What follows belongs to an exercise in optimizing a design on an open flow for small area, a short achievable clock period and few clock cycles; a production flow would make more cautious choices. At most, simulation tests tie the RTL to the original design; equivalence was not proved. No functional check of the RTL was part of run 2. Power is estimated from default activity; no workload was simulated.

==> flow/design.v (outline; a module is shown in full before it is edited, if it fits) <==
// module std_fp_smult_pipe: 3670 lines
// module mul_fa: 4 lines
// module mul_ha: 4 lines
// module mul_xor2: 3 lines
// module mul_and2: 3 lines
// module mul_enc: 4 lines
// module mul_x: 3 lines
// module mul_s: 3 lines
// module mul_sn: 3 lines
module std_fp_smult_pipe #(
    parameter WIDTH = 32,
    parameter INT_WIDTH = 16,
    parameter FRAC_WIDTH = 16
) (
    input  [WIDTH-1:0]              left,
    input  [WIDTH-1:0]              right,
    input  logic                    reset,
    input  logic                    go,
    input  logic                    clk,
    output logic [WIDTH-1:0]        out,
    output logic                    done
);
  // ...
==> flow/flow/run.sh <==
#!/bin/bash
# Layout flow: the standard ORFS flow (standard.sh, unchanged synthesis),
# run stage by stage with extra ORFS variables from flow/extra.env: the port
# buffer cell and the setup-repair margin of each stage (MARGIN_FP for the
# floorplan sizing, MARGIN_CTS after clock-tree synthesis, MARGIN_GRT after
# global routing). Each tool's full output is in orfs/logs/...; the make output
# of each stage is in standard_<stage>.log.
set -euo pipefail
here=$(pwd)
set -a
source "$here/flow/extra.env"
set +a
SETUP_SLACK_MARGIN=$MARGIN_FP bash "$here/standard.sh" synth > "$here/standard_synth.log" 2>&1
SETUP_SLACK_MARGIN=$MARGIN_FP bash "$here/standard.sh" floorplan > "$here/standard_floorplan.log" 2>&1
SETUP_SLACK_MARGIN=$MARGIN_CTS bash "$here/standard.sh" place > "$here/standard_place.log" 2>&1
SETUP_SLACK_MARGIN=$MARGIN_CTS bash "$here/standard.sh" cts > "$here/standard_cts.log" 2>&1
SETUP_SLACK_MARGIN=$MARGIN_GRT bash "$here/standard.sh" finish > "$here/standard_finish.log" 2>&1
==> flow/flow/extra.env <==
BUFFER_PORTS_ARGS="-buffer_cell sky130_fd_sc_hd__buf_2"
MARGIN_FP=3.5
MARGIN_CTS=2.5
MARGIN_GRT=2.5
==> flow/standard.sh <==
#!/bin/bash
# synth_recipe.tcl (not shown) runs the flow's synth.tcl, then flattens the netlist and writes it again
# the make line also repeats each setting of config.mk as NAME=value (left out here)
make -C /OpenROAD-flow-scripts/flow DESIGN_CONFIG=/design/flow/config.mk WORK_HOME=/design/flow/orfs CLKGATE_MAP_FILE= SYNTH_SCRIPT=/design/flow/synth_recipe.tcl "${@:-finish}"
==> flow/config.mk <==
export PLATFORM = sky130hd
export DESIGN_NAME = std_fp_smult_pipe
export DESIGN_NICKNAME = std_fp_smult_pipe
export VERILOG_FILES = /design/flow/design.v
export SDC_FILE = /design/flow/constraint.sdc
export NUM_CORES = 4
export LEC_CHECK = 0
export CAP_MARGIN = 20
export CORE_MARGIN = 2
export CORE_UTILIZATION = 40
export SLEW_MARGIN = 20
export SYNTH_HIERARCHICAL = 1
==> flow/constraint.sdc <==
create_clock -name core_clock -period 7.5 [get_ports {clk}]
set_input_delay 1.5000 -clock core_clock [delete_from_list [all_inputs] [get_ports {clk}]]
set_output_delay 1.5000 -clock core_clock [all_outputs]
set_load 0.01 [all_outputs]
==> results by group, run 1 <==
Run status
  – Status: no timing/DRC/antenna violations

Layout
  – Multi-input gate share of total cell area: 82.7%
  – Comb_multi_in: around 1.6k
  – Non-filler cells, final: 2606
  – Diode count: 0
  – Layout cells sized above 1: 20.6%
  – Non-clock buffer share: roughly 5.0%
  – Non-clk bufs: 155
  – Layout overhead on the synthesized area: 15.4%

Synth
  – Area fraction in compound gates after synthesis: roughly 23%
  – Area contributors post-synth: fa_1, xor2_1, a22o_1
  – Syn_area_per_cell: 11.5 µm²
  – Synth Instances: 1787

Timing
  – Final worst slack: approximately 2.5 ns
  – RSZ-0062 raised after global routing: true
  – Max-slew violation count: 0
  – Final Hold Vio Count: 0
  – Maximum clock frequency: 202 MHz

Pwr
  – Power Clock: 488 µW
  – Leading power group: combinational logic
  – P_sw: 5.29 mW
  – Switch share: 49.7%
  – Power per Cell Area: roughly 450 mW/mm²
  – Total sequential power: 893 µW

Clock network
  – CTS root buf: clkbuf_16
  – # hold bufs at CTS: 0

Global routing
  – First-pass GRT wire length: 108000 µm
  – M3 GR Usage: 5.13%

Job
  – Max-Cap Viols: 0

Die
  – Well Taps: 672
  – Starting Density: 40.7%
  – Rows: 82

Setup path
  – Most frequent cell on the critical path: o211ai_4
  – CP cell instances: fa_1 -> ha_4 -> xor2_4 -> nand3_2 -> o211ai_2 -> a221oi_4 -> o211ai_4 -> buf_12 -> nand3_4 -> o211ai_4 -> a31oi_4 -> xnor2_2 -> buf_2
  – Max stage delay on crit path: 0.51 ns

Placed design
  – Cells after DPL: 2552
Testbench counts, summed over its fixed seeds: cycles 4,008.
==> run 2, diff against run 1 <==
--- a/flow/design.v
+++ b/flow/design.v
@@ -3471,172 +3471,270 @@
   mul_xor2 ufp30 (.a(c848), .b(s849), .y(fp30));
   mul_and2 ufg30 (.a(c848), .b(s849), .y(fg30));
   wire fp31, fg31;
   mul_xor2 ufp31 (.a(c850), .b(s851), .y(fp31));
   mul_and2 ufg31 (.a(c850), .b(s851), .y(fg31));
   wire fG0c = fg0 | (fp0 & rc);
   wire fG0_1 = fg1 | (fp1 & fG0c);
   wire fP0_1 = fp1 & fp0;
+  wire fG0_2 = fg2 | (fp2 & fg1);
+  wire fP0_2 = fp2 & fp1;
   wire fG0_3 = fg3 | (fp3 & fg2);
   wire fP0_3 = fp3 & fp2;
+  wire fG0_4 = fg4 | (fp4 & fg3);
+  wire fP0_4 = fp4 & fp3;
   wire fG0_5 = fg5 | (fp5 & fg4);
   wire fP0_5 = fp5 & fp4;
+  wire fG0_6 = fg6 | (fp6 & fg5);
+  wire fP0_6 = fp6 & fp5;
   wire fG0_7 = fg7 | (fp7 & fg6);
   wire fP0_7 = fp7 & fp6;
+  wire fG0_8 = fg8 | (fp8 & fg7);
+  wire fP0_8 = fp8 & fp7;
   wire fG0_9 = fg9 | (fp9 & fg8);
   wire fP0_9 = fp9 & fp8;
+  wire fG0_10 = fg10 | (fp10 & fg9);
+  wire fP0_10 = fp10 & fp9;
   wire fG0_11 = fg11 | (fp11 & fg10);
   wire fP0_11 = fp11 & fp10;
+  wire fG0_12 = fg12 | (fp12 & fg11);
+  wire fP0_12 = fp12 & fp11;
   wire fG0_13 = fg13 | (fp13 & fg12);
   wire fP0_13 = fp13 & fp12;
+  wire fG0_14 = fg14 | (fp14 & fg13);
+  wire fP0_14 = fp14 & fp13;
   wire fG0_15 = fg15 | (fp15 & fg14);
   wire fP0_15 = fp15 & fp14;
+  wire fG0_16 = fg16 | (fp16 & fg15);
+  wire fP0_16 = fp16 & fp15;
   wire fG0_17 = fg17 | (fp17 & fg16);
   wire fP0_17 = fp17 & fp16;
+  wire fG0_18 = fg18 | (fp18 & fg17);
+  wire fP0_18 = fp18 & fp17;
   wire fG0_19 = fg19 | (fp19 & fg18);
   wire fP0_19 = fp19 & fp18;
+  wire fG0_20 = fg20 | (fp20 & fg19);
+  wire fP0_20 = fp20 & fp19;
   wire fG0_21 = fg21 | (fp21 & fg20);
   wire fP0_21 = fp21 & fp20;
+  wire fG0_22 = fg22 | (fp22 & fg21);
+  wire fP0_22 = fp22 & fp21;
   wire fG0_23 = fg23 | (fp23 & fg22);
   wire fP0_23 = fp23 & fp22;
+  wire fG0_24 = fg24 | (fp24 & fg23);
+  wire fP0_24 = fp24 & fp23;
   wire fG0_25 = fg25 | (fp25 & fg24);
   wire fP0_25 = fp25 & fp24;
+  wire fG0_26 = fg26 | (fp26 & fg25);
+  wire fP0_26 = fp26 & fp25;
   wire fG0_27 = fg27 | (fp27 & fg26);
   wire fP0_27 = fp27 & fp26;
+  wire fG0_28 = fg28 | (fp28 & fg27);
+  wire fP0_28 = fp28 & fp27;
   wire fG0_29 = fg29 | (fp29 & fg28);
   wire fP0_29 = fp29 & fp28;
+  wire fG0_30 = fg30 | (fp30 & fg29);
+  wire fP0_30 = fp30 & fp29;
   wire fG0_31 = fg31 | (fp31 & fg30);
   wire fP0_31 = fp31 & fp30;
-  wire fG1_2 = fg2 | (fp2 & fG0_1);
-  wire fP1_2 = fp2 & fP0_1;
+  wire fG1_2 = fG0_2 | (fP0_2 & fG0c);
+  wire fP1_2 = fP0_2 & fp0;
   wire fG1_3 = fG0_3 | (fP0_3 & fG0_1);
   wire fP1_3 = fP0_3 & fP0_1;
-  wire fG1_6 = fg6 | (fp6 & fG0_5);
-  wire fP1_6 = fp6 & fP0_5;
+  wire fG1_4 = fG0_4 | (fP0_4 & fG0_2);
+  wire fP1_4 = fP0_4 & fP0_2;
+  wire fG1_5 = fG0_5 | (fP0_5 & fG0_3);
+  wire fP1_5 = fP0_5 & fP0_3;
+  wire fG1_6 = fG0_6 | (fP0_6 & fG0_4);
+  wire fP1_6 = fP0_6 & fP0_4;
   wire fG1_7 = fG0_7 | (fP0_7 & fG0_5);
   wire fP1_7 = fP0_7 & fP0_5;
-  wire fG1_10 = fg10 | (fp10 & fG0_9);
-  wire fP1_10 = fp10 & fP0_9;
+  wire fG1_8 = fG0_8 | (fP0_8 & fG0_6);
+  wire fP1_8 = fP0_8 & fP0_6;
+  wire fG1_9 = fG0_9 | (fP0_9 & fG0_7);
+  wire fP1_9 = fP0_9 & fP0_7;
+  wire fG1_10 = fG0_10 | (fP0_10 & fG0_8);
+  wire fP1_10 = fP0_10 & fP0_8;
   wire fG1_11 = fG0_11 | (fP0_11 & fG0_9);
   wire fP1_11 = fP0_11 & fP0_9;
-  wire fG1_14 = fg14 | (fp14 & fG0_13);
-  wire fP1_14 = fp14 & fP0_13;
+  wire fG1_12 = fG0_12 | (fP0_12 & fG0_10);
+  wire fP1_12 = fP0_12 & fP0_10;
+  wire fG1_13 = fG0_13 | (fP0_13 & fG0_11);
+  wire fP1_13 = fP0_13 & fP0_11;
+  wire fG1_14 = fG0_14 | (fP0_14 & fG0_12);
+  wire fP1_14 = fP0_14 & fP0_12;
   wire fG1_15 = fG0_15 | (fP0_15 & fG0_13);
   wire fP1_15 = fP0_15 & fP0_13;
-  wire fG1_18 = fg18 | (fp18 & fG0_17);
-  wire fP1_18 = fp18 & fP0_17;
+  wire fG1_16 = fG0_16 | (fP0_16 & fG0_14);
+  wire fP1_16 = fP0_16 & fP0_14;
+  wire fG1_17 = fG0_17 | (fP0_17 & fG0_15);
+  wire fP1_17 = fP0_17 & fP0_15;
+  wire fG1_18 = fG0_18 | (fP0_18 & fG0_16);
+  wire fP1_18 = fP0_18 & fP0_16;
   wire fG1_19 = fG0_19 | (fP0_19 & fG0_17);
   wire fP1_19 = fP0_19 & fP0_17;
-  wire fG1_22 = fg22 | (fp22 & fG0_21);
-  wire fP1_22 = fp22 & fP0_21;
+  wire fG1_20 = fG0_20 | (fP0_20 & fG0_18);
+  wire fP1_20 = fP0_20 & fP0_18;
+  wire fG1_21 = fG0_21 | (fP0_21 & fG0_19);
+  wire fP1_21 = fP0_21 & fP0_19;
+  wire fG1_22 = fG0_22 | (fP0_22 & fG0_20);
+  wire fP1_22 = fP0_22 & fP0_20;
   wire fG1_23 = fG0_23 | (fP0_23 & fG0_21);
   wire fP1_23 = fP0_23 & fP0_21;
-  wire fG1_26 = fg26 | (fp26 & fG0_25);
-  wire fP1_26 = fp26 & fP0_25;
+  wire fG1_24 = fG0_24 | (fP0_24 & fG0_22);
+  wire fP1_24 = fP0_24 & fP0_22;
+  wire fG1_25 = fG0_25 | (fP0_25 & fG0_23);
+  wire fP1_25 = fP0_25 & fP0_23;
+  wire fG1_26 = fG0_26 | (fP0_26 & fG0_24);
+  wire fP1_26 = fP0_26 & fP0_24;
   wire fG1_27 = fG0_27 | (fP0_27 & fG0_25);
   wire fP1_27 = fP0_27 & fP0_25;
-  wire fG1_30 = fg30 | (fp30 & fG0_29);
-  wire fP1_30 = fp30 & fP0_29;
+  wire fG1_28 = fG0_28 | (fP0_28 & fG0_26);
+  wire fP1_28 = fP0_28 & fP0_26;
+  wire fG1_29 = fG0_29 | (fP0_29 & fG0_27);
+  wire fP1_29 = fP0_29 & fP0_27;
+  wire fG1_30 = fG0_30 | (fP0_30 & fG0_28);
+  wire fP1_30 = fP0_30 & fP0_28;
   wire fG1_31 = fG0_31 | (fP0_31 & fG0_29);
   wire fP1_31 = fP0_31 & fP0_29;
-  wire fG2_4 = fg4 | (fp4 & fG1_3);
-  wire fP2_4 = fp4 & fP1_3;
-  wire fG2_5 = fG0_5 | (fP0_5 & fG1_3);
-  wire fP2_5 = fP0_5 & fP1_3;
-  wire fG2_6 = fG1_6 | (fP1_6 & fG1_3);
-  wire fP2_6 = fP1_6 & fP1_3;
+  wire fG2_4 = fG1_4 | (fP1_4 & fG0c);
+  wire fP2_4 = fP1_4 & fp0;
+  wire fG2_5 = fG1_5 | (fP1_5 & fG0_1);
+  wire fP2_5 = fP1_5 & fP0_1;
+  wire fG2_6 = fG1_6 | (fP1_6 & fG1_2);
+  wire fP2_6 = fP1_6 & fP1_2;
   wire fG2_7 = fG1_7 | (fP1_7 & fG1_3);
   wire fP2_7 = fP1_7 & fP1_3;
-  wire fG2_12 = fg12 | (fp12 & fG1_11);
-  wire fP2_12 = fp12 & fP1_11;
-  wire fG2_13 = fG0_13 | (fP0_13 & fG1_11);
-  wire fP2_13 = fP0_13 & fP1_11;
-  wire fG2_14 = fG1_14 | (fP1_14 & fG1_11);
-  wire fP2_14 = fP1_14 & fP1_11;
+  wire fG2_8 = fG1_8 | (fP1_8 & fG1_4);
+  wire fP2_8 = fP1_8 & fP1_4;
+  wire fG2_9 = fG1_9 | (fP1_9 & fG1_5);
+  wire fP2_9 = fP1_9 & fP1_5;
+  wire fG2_10 = fG1_10 | (fP1_10 & fG1_6);
+  wire fP2_10 = fP1_10 & fP1_6;
+  wire fG2_11 = fG1_11 | (fP1_11 & fG1_7);
+  wire fP2_11 = fP1_11 & fP1_7;
+  wire fG2_12 = fG1_12 | (fP1_12 & fG1_8);
+  wire fP2_12 = fP1_12 & fP1_8;
+  wire fG2_13 = fG1_13 | (fP1_13 & fG1_9);
+  wire fP2_13 = fP1_13 & fP1_9;
+  wire fG2_14 = fG1_14 | (fP1_14 & fG1_10);
+  wire fP2_14 = fP1_14 & fP1_10;
   wire fG2_15 = fG1_15 | (fP1_15 & fG1_11);
   wire fP2_15 = fP1_15 & fP1_11;
-  wire fG2_20 = fg20 | (fp20 & fG1_19);
-  wire fP2_20 = fp20 & fP1_19;
-  wire fG2_21 = fG0_21 | (fP0_21 & fG1_19);
-  wire fP2_21 = fP0_21 & fP1_19;
-  wire fG2_22 = fG1_22 | (fP1_22 & fG1_19);
-  wire fP2_22 = fP1_22 & fP1_19;
+  wire fG2_16 = fG1_16 | (fP1_16 & fG1_12);
+  wire fP2_16 = fP1_16 & fP1_12;
+  wire fG2_17 = fG1_17 | (fP1_17 & fG1_13);
+  wire fP2_17 = fP1_17 & fP1_13;
+  wire fG2_18 = fG1_18 | (fP1_18 & fG1_14);
+  wire fP2_18 = fP1_18 & fP1_14;
+  wire fG2_19 = fG1_19 | (fP1_19 & fG1_15);
+  wire fP2_19 = fP1_19 & fP1_15;
+  wire fG2_20 = fG1_20 | (fP1_20 & fG1_16);
+  wire fP2_20 = fP1_20 & fP1_16;
+  wire fG2_21 = fG1_21 | (fP1_21 & fG1_17);
+  wire fP2_21 = fP1_21 & fP1_17;
+  wire fG2_22 = fG1_22 | (fP1_22 & fG1_18);
+  wire fP2_22 = fP1_22 & fP1_18;
   wire fG2_23 = fG1_23 | (fP1_23 & fG1_19);
   wire fP2_23 = fP1_23 & fP1_19;
-  wire fG2_28 = fg28 | (fp28 & fG1_27);
-  wire fP2_28 = fp28 & fP1_27;
-  wire fG2_29 = fG0_29 | (fP0_29 & fG1_27);
-  wire fP2_29 = fP0_29 & fP1_27;
-  wire fG2_30 = fG1_30 | (fP1_30 & fG1_27);
-  wire fP2_30 = fP1_30 & fP1_27;
+  wire fG2_24 = fG1_24 | (fP1_24 & fG1_20);
+  wire fP2_24 = fP1_24 & fP1_20;
+  wire fG2_25 = fG1_25 | (fP1_25 & fG1_21);
+  wire fP2_25 = fP1_25 & fP1_21;
+  wire fG2_26 = fG1_26 | (fP1_26 & fG1_22);
+  wire fP2_26 = fP1_26 & fP1_22;
+  wire fG2_27 = fG1_27 | (fP1_27 & fG1_23);
+  wire fP2_27 = fP1_27 & fP1_23;
+  wire fG2_28 = fG1_28 | (fP1_28 & fG1_24);
+  wire fP2_28 = fP1_28 & fP1_24;
+  wire fG2_29 = fG1_29 | (fP1_29 & fG1_25);
+  wire fP2_29 = fP1_29 & fP1_25;
+  wire fG2_30 = fG1_30 | (fP1_30 & fG1_26);
+  wire fP2_30 = fP1_30 & fP1_26;
   wire fG2_31 = fG1_31 | (fP1_31 & fG1_27);
   wire fP2_31 = fP1_31 & fP1_27;
-  wire fG3_8 = fg8 | (fp8 & fG2_7);
-  wire fP3_8 = fp8 & fP2_7;
-  wire fG3_9 = fG0_9 | (fP0_9 & fG2_7);
-  wire fP3_9 = fP0_9 & fP2_7;
-  wire fG3_10 = fG1_10 | (fP1_10 & fG2_7);
-  wire fP3_10 = fP1_10 & fP2_7;
-  wire fG3_11 = fG1_11 | (fP1_11 & fG2_7);
-  wire fP3_11 = fP1_11 & fP2_7;
-  wire fG3_12 = fG2_12 | (fP2_12 & fG2_7);
-  wire fP3_12 = fP2_12 & fP2_7;
-  wire fG3_13 = fG2_13 | (fP2_13 & fG2_7);
-  wire fP3_13 = fP2_13 & fP2_7;
-  wire fG3_14 = fG2_14 | (fP2_14 & fG2_7);
-  wire fP3_14 = fP2_14 & fP2_7;
+  wire fG3_8 = fG2_8 | (fP2_8 & fG0c);
+  wire fP3_8 = fP2_8 & fp0;
+  wire fG3_9 = fG2_9 | (fP2_9 & fG0_1);
+  wire fP3_9 = fP2_9 & fP0_1;
+  wire fG3_10 = fG2_10 | (fP2_10 & fG1_2);
+  wire fP3_10 = fP2_10 & fP1_2;
+  wire fG3_11 = fG2_11 | (fP2_11 & fG1_3);
+  wire fP3_11 = fP2_11 & fP1_3;
+  wire fG3_12 = fG2_12 | (fP2_12 & fG2_4);
+  wire fP3_12 = fP2_12 & fP2_4;
+  wire fG3_13 = fG2_13 | (fP2_13 & fG2_5);
+  wire fP3_13 = fP2_13 & fP2_5;
+  wire fG3_14 = fG2_14 | (fP2_14 & fG2_6);
+  wire fP3_14 = fP2_14 & fP2_6;
   wire fG3_15 = fG2_15 | (fP2_15 & fG2_7);
   wire fP3_15 = fP2_15 & fP2_7;
-  wire fG3_24 = fg24 | (fp24 & fG2_23);
-  wire fP3_24 = fp24 & fP2_23;
-  wire fG3_25 = fG0_25 | (fP0_25 & fG2_23);
-  wire fP3_25 = fP0_25 & fP2_23;
-  wire fG3_26 = fG1_26 | (fP1_26 & fG2_23);
-  wire fP3_26 = fP1_26 & fP2_23;
-  wire fG3_27 = fG1_27 | (fP1_27 & fG2_23);
-  wire fP3_27 = fP1_27 & fP2_23;
-  wire fG3_28 = fG2_28 | (fP2_28 & fG2_23);
-  wire fP3_28 = fP2_28 & fP2_23;
-  wire fG3_29 = fG2_29 | (fP2_29 & fG2_23);
-  wire fP3_29 = fP2_29 & fP2_23;
-  wire fG3_30 = fG2_30 | (fP2_30 & fG2_23);
-  wire fP3_30 = fP2_30 & fP2_23;
+  wire fG3_16 = fG2_16 | (fP2_16 & fG2_8);
+  wire fP3_16 = fP2_16 & fP2_8;
+  wire fG3_17 = fG2_17 | (fP2_17 & fG2_9);
+  wire fP3_17 = fP2_17 & fP2_9;
+  wire fG3_18 = fG2_18 | (fP2_18 & fG2_10);
+  wire fP3_18 = fP2_18 & fP2_10;
+  wire fG3_19 = fG2_19 | (fP2_19 & fG2_11);
+  wire fP3_19 = fP2_19 & fP2_11;
+  wire fG3_20 = fG2_20 | (fP2_20 & fG2_12);
+  wire fP3_20 = fP2_20 & fP2_12;
+  wire fG3_21 = fG2_21 | (fP2_21 & fG2_13);
+  wire fP3_21 = fP2_21 & fP2_13;
+  wire fG3_22 = fG2_22 | (fP2_22 & fG2_14);
+  wire fP3_22 = fP2_22 & fP2_14;
+  wire fG3_23 = fG2_23 | (fP2_23 & fG2_15);
+  wire fP3_23 = fP2_23 & fP2_15;
+  wire fG3_24 = fG2_24 | (fP2_24 & fG2_16);
+  wire fP3_24 = fP2_24 & fP2_16;
+  wire fG3_25 = fG2_25 | (fP2_25 & fG2_17);
+  wire fP3_25 = fP2_25 & fP2_17;
+  wire fG3_26 = fG2_26 | (fP2_26 & fG2_18);
+  wire fP3_26 = fP2_26 & fP2_18;
+  wire fG3_27 = fG2_27 | (fP2_27 & fG2_19);
+  wire fP3_27 = fP2_27 & fP2_19;
+  wire fG3_28 = fG2_28 | (fP2_28 & fG2_20);
+  wire fP3_28 = fP2_28 & fP2_20;
+  wire fG3_29 = fG2_29 | (fP2_29 & fG2_21);
+  wire fP3_29 = fP2_29 & fP2_21;
+  wire fG3_30 = fG2_30 | (fP2_30 & fG2_22);
+  wire fP3_30 = fP2_30 & fP2_22;
   wire fG3_31 = fG2_31 | (fP2_31 & fG2_23);
   wire fP3_31 = fP2_31 & fP2_23;
-  wire fG4_16 = fg16 | (fp16 & fG3_15);
-  wire fP4_16 = fp16 & fP3_15;
-  wire fG4_17 = fG0_17 | (fP0_17 & fG3_15);
-  wire fP4_17 = fP0_17 & fP3_15;
-  wire fG4_18 = fG1_18 | (fP1_18 & fG3_15);
-  wire fP4_18 = fP1_18 & fP3_15;
-  wire fG4_19 = fG1_19 | (fP1_19 & fG3_15);
-  wire fP4_19 = fP1_19 & fP3_15;
-  wire fG4_20 = fG2_20 | (fP2_20 & fG3_15);
-  wire fP4_20 = fP2_20 & fP3_15;
-  wire fG4_21 = fG2_21 | (fP2_21 & fG3_15);
-  wire fP4_21 = fP2_21 & fP3_15;
-  wire fG4_22 = fG2_22 | (fP2_22 & fG3_15);
-  wire fP4_22 = fP2_22 & fP3_15;
-  wire fG4_23 = fG2_23 | (fP2_23 & fG3_15);
-  wire fP4_23 = fP2_23 & fP3_15;
-  wire fG4_24 = fG3_24 | (fP3_24 & fG3_15);
-  wire fP4_24 = fP3_24 & fP3_15;
-  wire fG4_25 = fG3_25 | (fP3_25 & fG3_15);
-  wire fP4_25 = fP3_25 & fP3_15;
-  wire fG4_26 = fG3_26 | (fP3_26 & fG3_15);
-  wire fP4_26 = fP3_26 & fP3_15;
-  wire fG4_27 = fG3_27 | (fP3_27 & fG3_15);
-  wire fP4_27 = fP3_27 & fP3_15;
-  wire fG4_28 = fG3_28 | (fP3_28 & fG3_15);
-  wire fP4_28 = fP3_28 & fP3_15;
-  wire fG4_29 = fG3_29 | (fP3_29 & fG3_15);
-  wire fP4_29 = fP3_29 & fP3_15;
-  wire fG4_30 = fG3_30 | (fP3_30 & fG3_15);
-  wire fP4_30 = fP3_30 & fP3_15;
+  wire fG4_16 = fG3_16 | (fP3_16 & fG0c);
+  wire fP4_16 = fP3_16 & fp0;
+  wire fG4_17 = fG3_17 | (fP3_17 & fG0_1);
+  wire fP4_17 = fP3_17 & fP0_1;
+  wire fG4_18 = fG3_18 | (fP3_18 & fG1_2);
+  wire fP4_18 = fP3_18 & fP1_2;
+  wire fG4_19 = fG3_19 | (fP3_19 & fG1_3);
+  wire fP4_19 = fP3_19 & fP1_3;
+  wire fG4_20 = fG3_20 | (fP3_20 & fG2_4);
+  wire fP4_20 = fP3_20 & fP2_4;
+  wire fG4_21 = fG3_21 | (fP3_21 & fG2_5);
+  wire fP4_21 = fP3_21 & fP2_5;
+  wire fG4_22 = fG3_22 | (fP3_22 & fG2_6);
+  wire fP4_22 = fP3_22 & fP2_6;
+  wire fG4_23 = fG3_23 | (fP3_23 & fG2_7);
+  wire fP4_23 = fP3_23 & fP2_7;
+  wire fG4_24 = fG3_24 | (fP3_24 & fG3_8);
+  wire fP4_24 = fP3_24 & fP3_8;
+  wire fG4_25 = fG3_25 | (fP3_25 & fG3_9);
+  wire fP4_25 = fP3_25 & fP3_9;
+  wire fG4_26 = fG3_26 | (fP3_26 & fG3_10);
+  wire fP4_26 = fP3_26 & fP3_10;
+  wire fG4_27 = fG3_27 | (fP3_27 & fG3_11);
+  wire fP4_27 = fP3_27 & fP3_11;
+  wire fG4_28 = fG3_28 | (fP3_28 & fG3_12);
+  wire fP4_28 = fP3_28 & fP3_12;
+  wire fG4_29 = fG3_29 | (fP3_29 & fG3_13);
+  wire fP4_29 = fP3_29 & fP3_13;
+  wire fG4_30 = fG3_30 | (fP3_30 & fG3_14);
+  wire fP4_30 = fP3_30 & fP3_14;
   wire fG4_31 = fG3_31 | (fP3_31 & fG3_15);
   wire fP4_31 = fP3_31 & fP3_15;
   wire fs0 = fp0 ^ rc;
   wire fs1 = fp1 ^ fG0c;
   wire fs2 = fp2 ^ fG0_1;
   wire fs3 = fp3 ^ fG1_2;
   wire fs4 = fp4 ^ fG1_3;
   wire fs5 = fp5 ^ fG2_4;
==> flow/flow/run.sh (replaced) <==
#!/bin/bash
# Layout flow: the standard ORFS flow (standard.sh, unchanged synthesis),
# with extra ORFS variables from flow/extra.env (port buffer cell choice and
# timing-repair options). Each tool's full output is in orfs/logs/...; the
# make output is in standard.log.
set -euo pipefail
here=$(pwd)
set -a
source "$here/flow/extra.env"
set +a
bash "$here/standard.sh" > "$here/standard.log" 2>&1
==> flow/flow/extra.env (replaced) <==
BUFFER_PORTS_ARGS="-buffer_cell sky130_fd_sc_hd__buf_2"
==> flow/config.mk (replaced) <==
export PLATFORM = sky130hd
export DESIGN_NAME = std_fp_smult_pipe
export DESIGN_NICKNAME = std_fp_smult_pipe
export VERILOG_FILES = /design/flow/design.v
export SDC_FILE = /design/flow/constraint.sdc
export NUM_CORES = 4
export LEC_CHECK = 0
export CAP_MARGIN = 20
export CORE_MARGIN = 2
export CORE_UTILIZATION = 40
export SETUP_SLACK_MARGIN = 2.5
export SLEW_MARGIN = 20
export SYNTH_HIERARCHICAL = 1
==> results by group, run 2 <==
Run status
  – Status: no timing/DRC/antenna violations

Placed design
  – RD Place Congestion: 0.925
  – IO Port Bufs: 99
  – Post-DP HPWL: 55500 µm

Route
  – Final WL: 73100 µm
  – Antenna Violating Nets Remaining: 0
  – Routed vias/inst: 6.26
  – Vias: 17.1k
  – DRT iter0 DRCs: 1727
  – # DRC: 0
  – DR pass1 iterations: 6
  – WL/cell: approximately 27 µm

Timing
  – RSZ-0062 raised after global routing: true
  – Maximum clock frequency: 202 MHz (-0.11%)
  – Setup TNS: 0 ns
  – Max-slew violation count: 0 (unchanged)
  – Final Hold Vio Count: 0 (unchanged)
  – Time the worst path needs with I/O delays and setup: 4.96 ns
  – Worst slew margin: between 40% and 50%
  – Tcrit/Tclk final: 66.1%
  – Worst Tran Pin Value: 0.899 ns
  – Setup violations, final: 0

Synth
  – Netlist cell types: 51
  – Largest area contributor in the netlist: fa_1
  – Synth Instances: 1909 (+6.8%)
  – Syn_area_per_cell: 11.0 µm² (-3.7%)
  – Seq/Total Area, Yosys: 7.69%
  – Synth async-reset ratio: 0%
  – Top_reg_cell synth: dfxtp_1
  – Yosys warns: 7
  – Syn nets: 2432
  – Top cells by count, synth: xor2_1, a22o_1, fa_1, dfxtp_1, ha_1
  – EDFF count, synth: 0
  – Most instantiated library cell after synthesis: xor2_1
  – Area share of the largest cell type after synthesis: 35.7%
  – Area contributors post-synth: fa_1, xor2_1, a22o_1
  – Yosys reg bits: 81
  – Mapped Area: 0.0211 mm²

Global routing
  – Total gr overflow: 0
  – Antenna violations before repair: 0
  – First-pass GRT wire length: 109000 µm (+0.90%)
  – Total track usage: 26.6%
  – Largest net degree at the start of global routing: 42
  – Number of global-route vias before repair: between 15k and 20k

Setup path
  – Worst path slowest cell: fa_1
  – CP cell instances: buf_2 -> ha_2 -> a22o_1 -> fa_1 -> fa_1 -> fa_1 -> fa_1 -> fa_1
  – Crit path DAT: 5.21 ns
  – Peak fanout along the critical path: 22
  – Crit path required time: 7.75 ns
  – Max stage delay on crit path: 0.58 ns (+0.07 ns)
  – CP startpoint: right[25]
  – Setup CP Type: primary input to register
  – Crit path buf inv count: 1
  – Most frequent cell on the critical path: fa_1
  – CP top delay family: adder cells
  – Startpoint types: primary input
  – Crit. End Element: register

Clock network
  – Max Root-Sink Buffers: 2
  – H-tree lvl count: 3
  – Cts bufs inserted: 9
  – # hold bufs at CTS: 0 (unchanged)
  – CTS root buf: clkbuf_16
  – TritonCTS clock tree: yes
  – Clock Pin Slew Worst Setup and Hold Paths: 0.06 ns
  – Clk sinks: 81

Die
  – Core area: 0.0523 mm²
  – Die area: 0.0546 mm²
  – Horiz. Die Dim: 234 µm
  – Starting Density: 40.3% (-0.41 points)
  – Rows: 84 (+2.4%)
  – Die Y: around 230 µm
  – # IOs: 100

Pwr
  – Max VDD drop: 0.357 mV
  – Total power: about 12 mW
  – Leakage: 10.1 nW
  – Power per Cell Area: 496 mW/mm² (+10%)

Layout
  – Most common cell after layout, fill and taps aside: xor2_1
  – Fill cells: 4968
  – Fin nets: ~2.6k
  – Layout cells sized above 1: 12.8% (-7.7 points)
  – Diode count: 0 (unchanged)
  – Commonest non-fill, non-tap cells in the layout: xor2_1, a22o_1, fa_1
  – Layout overhead on the synthesized area: 12.3%

Hold path
  – Worst Hold Path EP: done_r
  – Hold Crit Start: reset
  – Hold path cells: 2
  – HP Class: primary input to register

Job
  – Max-Cap Viols: 0 (unchanged)
run 2: cell types whose count changed after synthesis, sizes merged, moves of 5 or more:
cell	delta
o21ai	+18
nor3	+8
nand2	+27
nand4	+5
a21oi	+27
nor2	+11
nand3	+7
run 2: Yosys stat by module (local to each module, per instance):
| module | area, µm² | flops+latches |
|---|---|---|
| std_fp_smult_pipe | 4410 | 81 |
| mul_xor2 | 8.76 | 0 |
| mul_fa | 20.0 | 0 |
| mul_x | 8.76 | 0 |
| mul_sn | 12.5 | 0 |
| mul_s | 8.76 | 0 |
| mul_ha | 12.5 | 0 |
| mul_and2 | 6.26 | 0 |
run 2: worst max path at each step:
stage,endpoint,slack (ns),cells past startpoint
floorplan,rc,2.49,13
global placement,rc,1.27,14
detailed placement,rc,1.27,14
CTS,rc,2.40,12
global route,rc,2.46,13
finish,r32_1,2.54,8
run 2: cells by family after synthesis:
group	share of synthesized area (%)
buffers and inverters	2.09
flip-flops	7.69
XOR/XNOR	21.7
adder cells (fa/ha/maj)	40.5
AND/OR/NAND/NOR	4.59
multiplexers	0.0950
AO/OA/AOI/OAI	23.3
run 2: timing repair:
action / 4_1_cts / 5_1_grt
pin swaps: 5 / 13
gates cloned: 2 / 2
hold endpoints to repair: 0 / 0
endpoints found under the setup margin: 82 / 34
resized for setup: 49 / 63
setup buffers: 7 / 19
run 2: through the flow:
step	std cells	worst slack (ns)	hold WS (ns)	area, µm²	utilization (%)
floorplan	1909	2.49	1.57	21200	-
global placement	2689	1.27	1.65	22500	43.1
detailed placement	2690	1.27	1.66	22600	43.1
CTS	2715	2.40	1.26	23200	44.3
global route	2736	2.46	1.28	23700	45.2
finish	2736	2.54	1.28	23700	45.2
run 2: power by group:
group	switching, mW	internal (mW)	total [mW]
sequential	0.104	0.792	0.895
clock	0.200	0.259	0.459
combinational	6.06	4.32	10.4
run 2: cell type report:
class / instances / area, µm² / share of cell area [%]
Tap cell: 688 / 861 / 3.64
Clock buffer: 10 / 229 / 0.967
Timing Repair Buffer: 159 / 1140 / 4.84
Multi-Input combinational cell: 1752 / 19600 / 82.8
Clock inverter: 6 / 67.6 / 0.285
Inverter: 40 / 150 / 0.634
Sequential cell: 81 / 1620 / 6.85
run 2: layer usage:
| metal | up-vias | routed length [µm] | GRT usage [%] |
|---|---|---|---|
| met4 | 0 | 2520 | 9.00 |
| met5 | - | 0 | 0 |
| met1 | 8826 | 30900 | 35.8 |
| li1 | 7196 | - | - |
| met3 | 157 | 5870 | 5.00 |
| met2 | 946 | 33800 | 42.8 |

-- what the ideal ports hide --
The results above use ideal ports. As a check the final layouts listed here were re-extracted and re-timed, cells and wires unchanged.
Step 1 (the two cells are an assumption about what drives the block):
set clk [get_ports {clk}]
set_driving_cell -lib_cell sky130_fd_sc_hd__clkbuf_16 $clk
set_driving_cell -lib_cell sky130_fd_sc_hd__buf_2 [delete_from_list [all_inputs] $clk]
Step 2 times the ports against the registers' clock, not the clock port: input delays grow and output delays shrink by t, the midpoint of the rising clock arrivals with the driver on.
a / b / c = ideal ports / drivers / drivers and shift; a / b = the first two.
run	t (ns)	slack for setup (ns)	worst setup path after step 2	worst data-port slew with drivers (ns)
run 1	0.446	2.545 / 2.483 / 2.158	input to register	0.07
run 2	0.439	2.539 / 2.500 / 2.143	input to register	0.08
After both steps setup and hold are still met in every run listed. The setup slack of run 2, which loses most, moves by -0.039 ns with the drivers and by -0.396 ns with both steps.
